Source: an optimization exercise on an open RTL-to-GDS flow (aim: small area and a short achievable clock period). Production flows keep margins and buffers that such runs may drop. Function was checked by simulation only, so behaviour that the tests miss may differ from the original. The clock port is modelled as an ideal driver; clocking choices that lean on that would not hold on a real chip. Power figures rest on the tool's default switching activity, not on a simulated workload.

## north
## Optimized_Wallace
module Optimized_Wallace(
    input clk, rst,
    input [15:0] A, B,
    output reg [31:0] PRODUCT
);
clock: 3.0 ns
lec_check: 0
cap_margin: 20
core_margin: 2
core_utilization: 60
cts_buf_list: sky130_fd_sc_hd__clkbuf_16
cts_cluster_diameter: 100
cts_cluster_size: 25
setup_slack_margin: 1.4
slew_margin: 20
synth_hierarchical: 1
synth_minimum_keep_size: 0
tns_end_percent: 0
standard.sh (not shown) runs the stock make flow with config.mk's settings and CLKGATE_MAP_FILE= SYNTH_SCRIPT=/design/flow/synth_recipe.tcl, a recipe that flattens the netlist after the stock synthesis.
==> flow/flow/run.sh <==
#!/bin/bash
set -euo pipefail
export BUFFER_PORTS_ARGS="-buffer_cell sky130_fd_sc_hd__buf_1"
bash standard.sh cts > flow_cts.log 2>&1
export RES=$PWD/orfs/results/sky130hd/Optimized_Wallace/base
export PLATFORM_DIR=$FLOW_HOME/platforms/sky130hd
export SKEW_PLAN=$PWD/flow/plan.tcl
openroad -no_splash -exit flow/skew.tcl > skew_eco.log 2>&1
bash standard.sh finish > flow_make.log 2>&1
==> flow/flow/plan.tcl <==
branch r1 {ra* rb15* one* two* neg*} {clkbuf_16} 3
tune r2 {r2*} 0.545 4
tune r3 {r3*} 0.686 3
tune prod {PRODUCT*} 0.83 2
==> flow/flow/skew.tcl <==
set res $::env(RES)
read_lef $::env(PLATFORM_DIR)/lef/sky130_fd_sc_hd.tlef
read_lef $::env(PLATFORM_DIR)/lef/sky130_fd_sc_hd_merged.lef
read_liberty $::env(PLATFORM_DIR)/lib/sky130_fd_sc_hd__tt_025C_1v80.lib
read_db $res/4_cts.odb
read_sdc $res/4_cts.sdc
source $::env(PLATFORM_DIR)/setRC.tcl
set db [ord::get_db]
set block [ord::get_db_block]
set root [$block findNet clknet_0_clk]

proc master {n} { return [[ord::get_db] findMaster sky130_fd_sc_hd__$n] }
set uid 0
proc newbuf {type innet x y} {
  global block uid
  incr uid
  set inst [odb::dbInst_create $block [master $type] "cksk_buf_$uid"]
  set net [odb::dbNet_create $block "cksk_net_$uid"]
  $net setSigType CLOCK
  [$inst findITerm A] connect $innet
  [$inst findITerm X] connect $net
  $inst setLocation [expr int($x)] [expr int($y)]
  $inst setPlacementStatus PLACED
  return $net
}
proc flops {pats} {
  global block
  set out {}
  foreach inst [$block getInsts] {
    set n [$inst getName]
    foreach p $pats { if {[string match $p $n]} { lappend out $inst; break } }
  }
  return $out
}
proc centroid {insts} {
  set sx 0; set sy 0
  foreach i $insts { set b [$i getBBox]; set sx [expr $sx + [$b xMin]]; set sy [expr $sy + [$b yMin]] }
  set n [llength $insts]
  return [list [expr $sx / $n] [expr $sy / $n]]
}
# chain: list of buffer types from the root; the last one is repeated per leaf cluster
proc branch {name pats chain nleaf} {
  global root
  set fl [flops $pats]
  set fl [lsort -command {apply {{a b} {expr {[[$a getBBox] xMin] - [[$b getBBox] xMin]}}}} $fl]
  set c [centroid $fl]
  set net $root
  if {![llength $chain]} {
    foreach f $fl { set it [$f findITerm CLK]; $it disconnect; $it connect $root }
    puts "branch $name: [llength $fl] flops on the root net"
    return
  }
  foreach t [lrange $chain 0 end-1] { set net [newbuf $t $net [lindex $c 0] [lindex $c 1]] }
  set per [expr {([llength $fl] + $nleaf - 1) / $nleaf}]
  for {set k 0} {$k < $nleaf} {incr k} {
    set grp [lrange $fl [expr $k*$per] [expr ($k+1)*$per - 1]]
    if {![llength $grp]} continue
    set cc [centroid $grp]
    set leaf [newbuf [lindex $chain end] $net [lindex $cc 0] [lindex $cc 1]]
    foreach f $grp {
      set it [$f findITerm CLK]
      $it disconnect
      $it connect $leaf
    }
  }
  puts "branch $name: [llength $fl] flops, chain $chain x $nleaf"
}

# Build a branch, measure the mean clock latency of its flops, and undo it.
set created {}
proc newbuf2 {type innet x y} {
  global created
  set net [newbuf $type $innet $x $y]
  lappend created $net
  return $net
}
proc build {fl chain nleaf} {
  global root created
  set created {}
  set c [centroid $fl]
  set net $root
  foreach t [lrange $chain 0 end-1] { set net [newbuf2 $t $net [lindex $c 0] [lindex $c 1]] }
  set per [expr {([llength $fl] + $nleaf - 1) / $nleaf}]
  for {set k 0} {$k < $nleaf} {incr k} {
    set grp [lrange $fl [expr $k*$per] [expr ($k+1)*$per - 1]]
    if {![llength $grp]} continue
    set cc [centroid $grp]
    set leaf [newbuf2 [lindex $chain end] $net [lindex $cc 0] [lindex $cc 1]]
    foreach f $grp { set it [$f findITerm CLK]; $it disconnect; $it connect $leaf }
  }
}
proc undo {fl orig} {
  global created
  foreach f $fl o $orig { set it [$f findITerm CLK]; $it disconnect; $it connect $o }
  foreach net [lreverse $created] {
    foreach it [$net getITerms] { if {[$it isOutputSignal]} { set inst [$it getInst] } }
    odb::dbInst_destroy $inst
    odb::dbNet_destroy $net
  }
  set created {}
}
proc meanlat {fl} {
  estimate_parasitics -placement
  set s 0.0
  foreach f $fl { set s [expr {$s + [get_property [get_pins "[$f getName]/CLK"] arrival_max_rise]}] }
  return [expr {$s / [llength $fl]}]
}
proc tune {name pats target nleaf} {
  set fl [flops $pats]
  set fl [lsort -command {apply {{a b} {expr {[[$a getBBox] xMin] - [[$b getBBox] xMin]}}}} $fl]
  set orig {}
  foreach f $fl { lappend orig [[$f findITerm CLK] getNet] }
  set best {}
  set besterr 1e9
  foreach first {{} clkbuf_1 clkbuf_2 clkbuf_8} {
    for {set n 0} {$n <= 6} {incr n} {
      set chain [concat $first [lrepeat $n clkbuf_4] clkbuf_16]
      build $fl $chain $nleaf
      set lat [meanlat $fl]
      undo $fl $orig
      set err [expr {abs($lat - $target)}]
      puts "tune $name: $chain x $nleaf -> [format %.3f $lat] (target $target)"
      if {$err < $besterr} { set besterr $err; set best $chain }
    }
  }
  build $fl $best $nleaf
  puts "tune $name: chose $best x $nleaf, latency [format %.3f [meanlat $fl]]"
}

source $::env(SKEW_PLAN)
# remove clock buffers left without sinks
set changed 1
while {$changed} {
  set changed 0
  foreach inst [$block getInsts] {
    set m [[$inst getMaster] getName]
    if {![string match "*clkbuf*" $m] && ![string match "*clkinv*" $m]} continue
    set x [$inst findITerm X]
    if {$x eq "NULL"} { set x [$inst findITerm Y] }
    if {$x eq "NULL"} continue
    set n [$x getNet]
    if {$n eq "NULL"} continue
    if {[llength [$n getITerms]] <= 1 && [llength [$n getBTerms]] == 0} {
      puts "removing [$inst getName]"
      odb::dbInst_destroy $inst
      odb::dbNet_destroy $n
      set changed 1
    }
  }
}
detailed_placement
check_placement
estimate_parasitics -placement
set_propagated_clock [all_clocks]
catch { report_checks -path_delay max -group_path_count 3 -format end }
catch { report_clock_skew }
foreach p {ra[0]* one0* r2[0]* r3[0]* PRODUCT[0]* v1*} {
  catch { foreach pin [get_pins -quiet $p/CLK] { puts "latency [get_full_name $pin] [get_property $pin arrival_max_rise]" } }
}
write_db $res/4_cts.odb
[inputs] south vs north
==> flow/flow/plan.tcl <==
set rootnet $root
branch r1 {ra* rb15* one* two* neg*} {clkbuf_16} 2 [$block findNet clk]
set root $rootnet
tune r2 {r2*} 0.545 4
tune r3 {r3*} 0.686 3
tune prod {PRODUCT*} 0.83 2
--- a/flow/flow/skew.tcl
+++ b/flow/flow/skew.tcl
@@ -41,4 +41,5 @@
 # chain: list of buffer types from the root; the last one is repeated per leaf cluster
-proc branch {name pats chain nleaf} {
+proc branch {name pats chain nleaf {src {}}} {
   global root
+  if {$src ne {}} { set root $src }
   set fl [flops $pats]
Notes after the runs:
- Diff north..south | total area of multi-input combinational cells | negligible
- The fraction of the cycle the final worst path needs number comes out higher for south vs north.
- Cmp south and north / net switching component of the power / higher: north
- Going from north to south, proportion of layout cells with a drive suffix above 1 now sits at about the same level; final cell count now sits at about the same level.
- A critical path's slowest cell of sky130_fd_sc_hd__dfrtp_1 is what south shows, while sky130_fd_sc_hd__dfxtp_2 belongs to north.
### south -> east
==> flow/flow/plan.tcl <==
branch r1 {ra* rb15* one* two* neg*} {clkbuf_16} 2
branch r2 {r2*} {clkbuf_4 clkbuf_4 clkbuf_16} 4
branch r3 {r3*} {clkbuf_4 clkbuf_4 clkbuf_4 clkbuf_4 clkbuf_16} 2
branch prod {PRODUCT*} {clkbuf_4 clkbuf_4 clkbuf_4 clkbuf_4 clkbuf_4 clkbuf_4 clkbuf_16} 1
--- a/flow/flow/skew.tcl
+++ b/flow/flow/skew.tcl
@@ -41,5 +41,4 @@
 # chain: list of buffer types from the root; the last one is repeated per leaf cluster
-proc branch {name pats chain nleaf {src {}}} {
+proc branch {name pats chain nleaf} {
   global root
-  if {$src ne {}} { set root $src }
   set fl [flops $pats]
@@ -68,64 +67,2 @@
 }
-
-# Build a branch, measure the mean clock latency of its flops, and undo it.
-set created {}
-proc newbuf2 {type innet x y} {
-  global created
-  set net [newbuf $type $innet $x $y]
-  lappend created $net
-  return $net
-}
-proc build {fl chain nleaf} {
-  global root created
-  set created {}
-  set c [centroid $fl]
-  set net $root
-  foreach t [lrange $chain 0 end-1] { set net [newbuf2 $t $net [lindex $c 0] [lindex $c 1]] }
-  set per [expr {([llength $fl] + $nleaf - 1) / $nleaf}]
-  for {set k 0} {$k < $nleaf} {incr k} {
-    set grp [lrange $fl [expr $k*$per] [expr ($k+1)*$per - 1]]
-    if {![llength $grp]} continue
-    set cc [centroid $grp]
-    set leaf [newbuf2 [lindex $chain end] $net [lindex $cc 0] [lindex $cc 1]]
-    foreach f $grp { set it [$f findITerm CLK]; $it disconnect; $it connect $leaf }
-  }
-}
-proc undo {fl orig} {
-  global created
-  foreach f $fl o $orig { set it [$f findITerm CLK]; $it disconnect; $it connect $o }
-  foreach net [lreverse $created] {
-    foreach it [$net getITerms] { if {[$it isOutputSignal]} { set inst [$it getInst] } }
-    odb::dbInst_destroy $inst
-    odb::dbNet_destroy $net
-  }
-  set created {}
-}
-proc meanlat {fl} {
-  estimate_parasitics -placement
-  set s 0.0
-  foreach f $fl { set s [expr {$s + [get_property [get_pins "[$f getName]/CLK"] arrival_max_rise]}] }
-  return [expr {$s / [llength $fl]}]
-}
-proc tune {name pats target nleaf} {
-  set fl [flops $pats]
-  set fl [lsort -command {apply {{a b} {expr {[[$a getBBox] xMin] - [[$b getBBox] xMin]}}}} $fl]
-  set orig {}
-  foreach f $fl { lappend orig [[$f findITerm CLK] getNet] }
-  set best {}
-  set besterr 1e9
-  foreach first {{} clkbuf_1 clkbuf_2 clkbuf_8} {
-    for {set n 0} {$n <= 6} {incr n} {
-      set chain [concat $first [lrepeat $n clkbuf_4] clkbuf_16]
-      build $fl $chain $nleaf
-      set lat [meanlat $fl]
-      undo $fl $orig
-      set err [expr {abs($lat - $target)}]
-      puts "tune $name: $chain x $nleaf -> [format %.3f $lat] (target $target)"
-      if {$err < $besterr} { set besterr $err; set best $chain }
-    }
-  }
-  build $fl $best $nleaf
-  puts "tune $name: chose $best x $nleaf, latency [format %.3f [meanlat $fl]]"
-}
-
 source $::env(SKEW_PLAN)
## What came out
east completed every stage of the flow, and the final layout passed the timing, design-rule and antenna checks. Diff east..south | residual DRC count | negligible. On east: switching share of power is 0.22 points higher than what south gave. When east is measured against south, its wire length of the first global-routing pass turns out 0.77% lower. east: share of the clock period used by the worst path after layout higher than south. [compare] base=south new=east: peak clock frequency supported by timing shrank by 7.1%; met3 track utilization from global routing up 0.20 points; non-clock buffer count increased by 0.98% relative to the old numbers. Re met2 capacity usage during global routing: south was higher than east. Re wire length: east and south aren't equal, and the lower value belongs to east. Diff east and south: met1 layer wirelength in the final routing lower in south. east and south ended up with nearly the same maximum cell stage delay along the critical path.
### east -> west
- TNS_END_PERCENT: 0 -> 100
==> flow/flow/plan.tcl <==
branch r1 {ra* rb15* one* two* neg*} {clkbuf_16} 3
tune r2 {r2*} 0.545 4
tune r3 {r3*} 0.686 3
tune prod {PRODUCT*} 0.83 2
--- a/flow/flow/skew.tcl
+++ b/flow/flow/skew.tcl
@@ -67,2 +67,64 @@
 }
+
+# Build a branch, measure the mean clock latency of its flops, and undo it.
+set created {}
+proc newbuf2 {type innet x y} {
+  global created
+  set net [newbuf $type $innet $x $y]
+  lappend created $net
+  return $net
+}
+proc build {fl chain nleaf} {
+  global root created
+  set created {}
+  set c [centroid $fl]
+  set net $root
+  foreach t [lrange $chain 0 end-1] { set net [newbuf2 $t $net [lindex $c 0] [lindex $c 1]] }
+  set per [expr {([llength $fl] + $nleaf - 1) / $nleaf}]
+  for {set k 0} {$k < $nleaf} {incr k} {
+    set grp [lrange $fl [expr $k*$per] [expr ($k+1)*$per - 1]]
+    if {![llength $grp]} continue
+    set cc [centroid $grp]
+    set leaf [newbuf2 [lindex $chain end] $net [lindex $cc 0] [lindex $cc 1]]
+    foreach f $grp { set it [$f findITerm CLK]; $it disconnect; $it connect $leaf }
+  }
+}
+proc undo {fl orig} {
+  global created
+  foreach f $fl o $orig { set it [$f findITerm CLK]; $it disconnect; $it connect $o }
+  foreach net [lreverse $created] {
+    foreach it [$net getITerms] { if {[$it isOutputSignal]} { set inst [$it getInst] } }
+    odb::dbInst_destroy $inst
+    odb::dbNet_destroy $net
+  }
+  set created {}
+}
+proc meanlat {fl} {
+  estimate_parasitics -placement
+  set s 0.0
+  foreach f $fl { set s [expr {$s + [get_property [get_pins "[$f getName]/CLK"] arrival_max_rise]}] }
+  return [expr {$s / [llength $fl]}]
+}
+proc tune {name pats target nleaf} {
+  set fl [flops $pats]
+  set fl [lsort -command {apply {{a b} {expr {[[$a getBBox] xMin] - [[$b getBBox] xMin]}}}} $fl]
+  set orig {}
+  foreach f $fl { lappend orig [[$f findITerm CLK] getNet] }
+  set best {}
+  set besterr 1e9
+  foreach first {{} clkbuf_1 clkbuf_2 clkbuf_8} {
+    for {set n 0} {$n <= 6} {incr n} {
+      set chain [concat $first [lrepeat $n clkbuf_4] clkbuf_16]
+      build $fl $chain $nleaf
+      set lat [meanlat $fl]
+      undo $fl $orig
+      set err [expr {abs($lat - $target)}]
+      puts "tune $name: $chain x $nleaf -> [format %.3f $lat] (target $target)"
+      if {$err < $besterr} { set besterr $err; set best $chain }
+    }
+  }
+  build $fl $best $nleaf
+  puts "tune $name: chose $best x $nleaf, latency [format %.3f [meanlat $fl]]"
+}
+
 source $::env(SKEW_PLAN)
Relative slew slack (higher): east
west ended up with flip-flop to flip-flop as its classification of the worst-slack hold path; east ended up with input port to async pin.
Maximum frequency delta (west − east): favourable
west has total power after layout above what east had.
Portion of the clock cycle consumed by the worst path in the final layout for west: 6.4 points down relative to east
Relative to east, the area of the multi-input gates of west is higher by about 23%.
When the final numbers for west and east were put side by side, the post-route worst setup slack turned out to be smaller in east.

separate check: timing with driven ports:
The flow's constraints put no driver on any port. The routed layouts listed below were extracted and timed again, unchanged, in two steps.
Step 1 assumes that a clkbuf_16 drives the clock port and a buf_2 every other input.
Step 2, shift: input delay + t, output delay - t, t = (earliest + latest rising clock arrival at the registers) / 2. This alone moves slack from input paths to output paths.
a / b / c = ideal ports / drivers / drivers and shift; a / b = the first two.
| run | t (ns) | slack for setup (ns) | worst setup path at the end | clock arrival spread, ns | worst data-port slew with drivers (ns) |
|---|---|---|---|---|---|
| north | 0.628 | 1.059 / 1.027 / 1.059 | register to register | 0.503 / 0.502 | 0.03 |
| south | 0.593 | 1.010 / 0.937 / 1.060 | register to register | 0.752 / 0.753 | 0.03 |
| east | 0.730 | 0.859 / 0.814 / 1.068 | register to register | 0.700 / 0.701 | 0.03 |
| west | 0.635 | 1.051 / 1.009 / 1.051 | register to register | 0.524 / 0.524 | 0.04 |
In every run listed the clock reaches the registers at very different times; t lies between them, and the last value is a rough guide only.
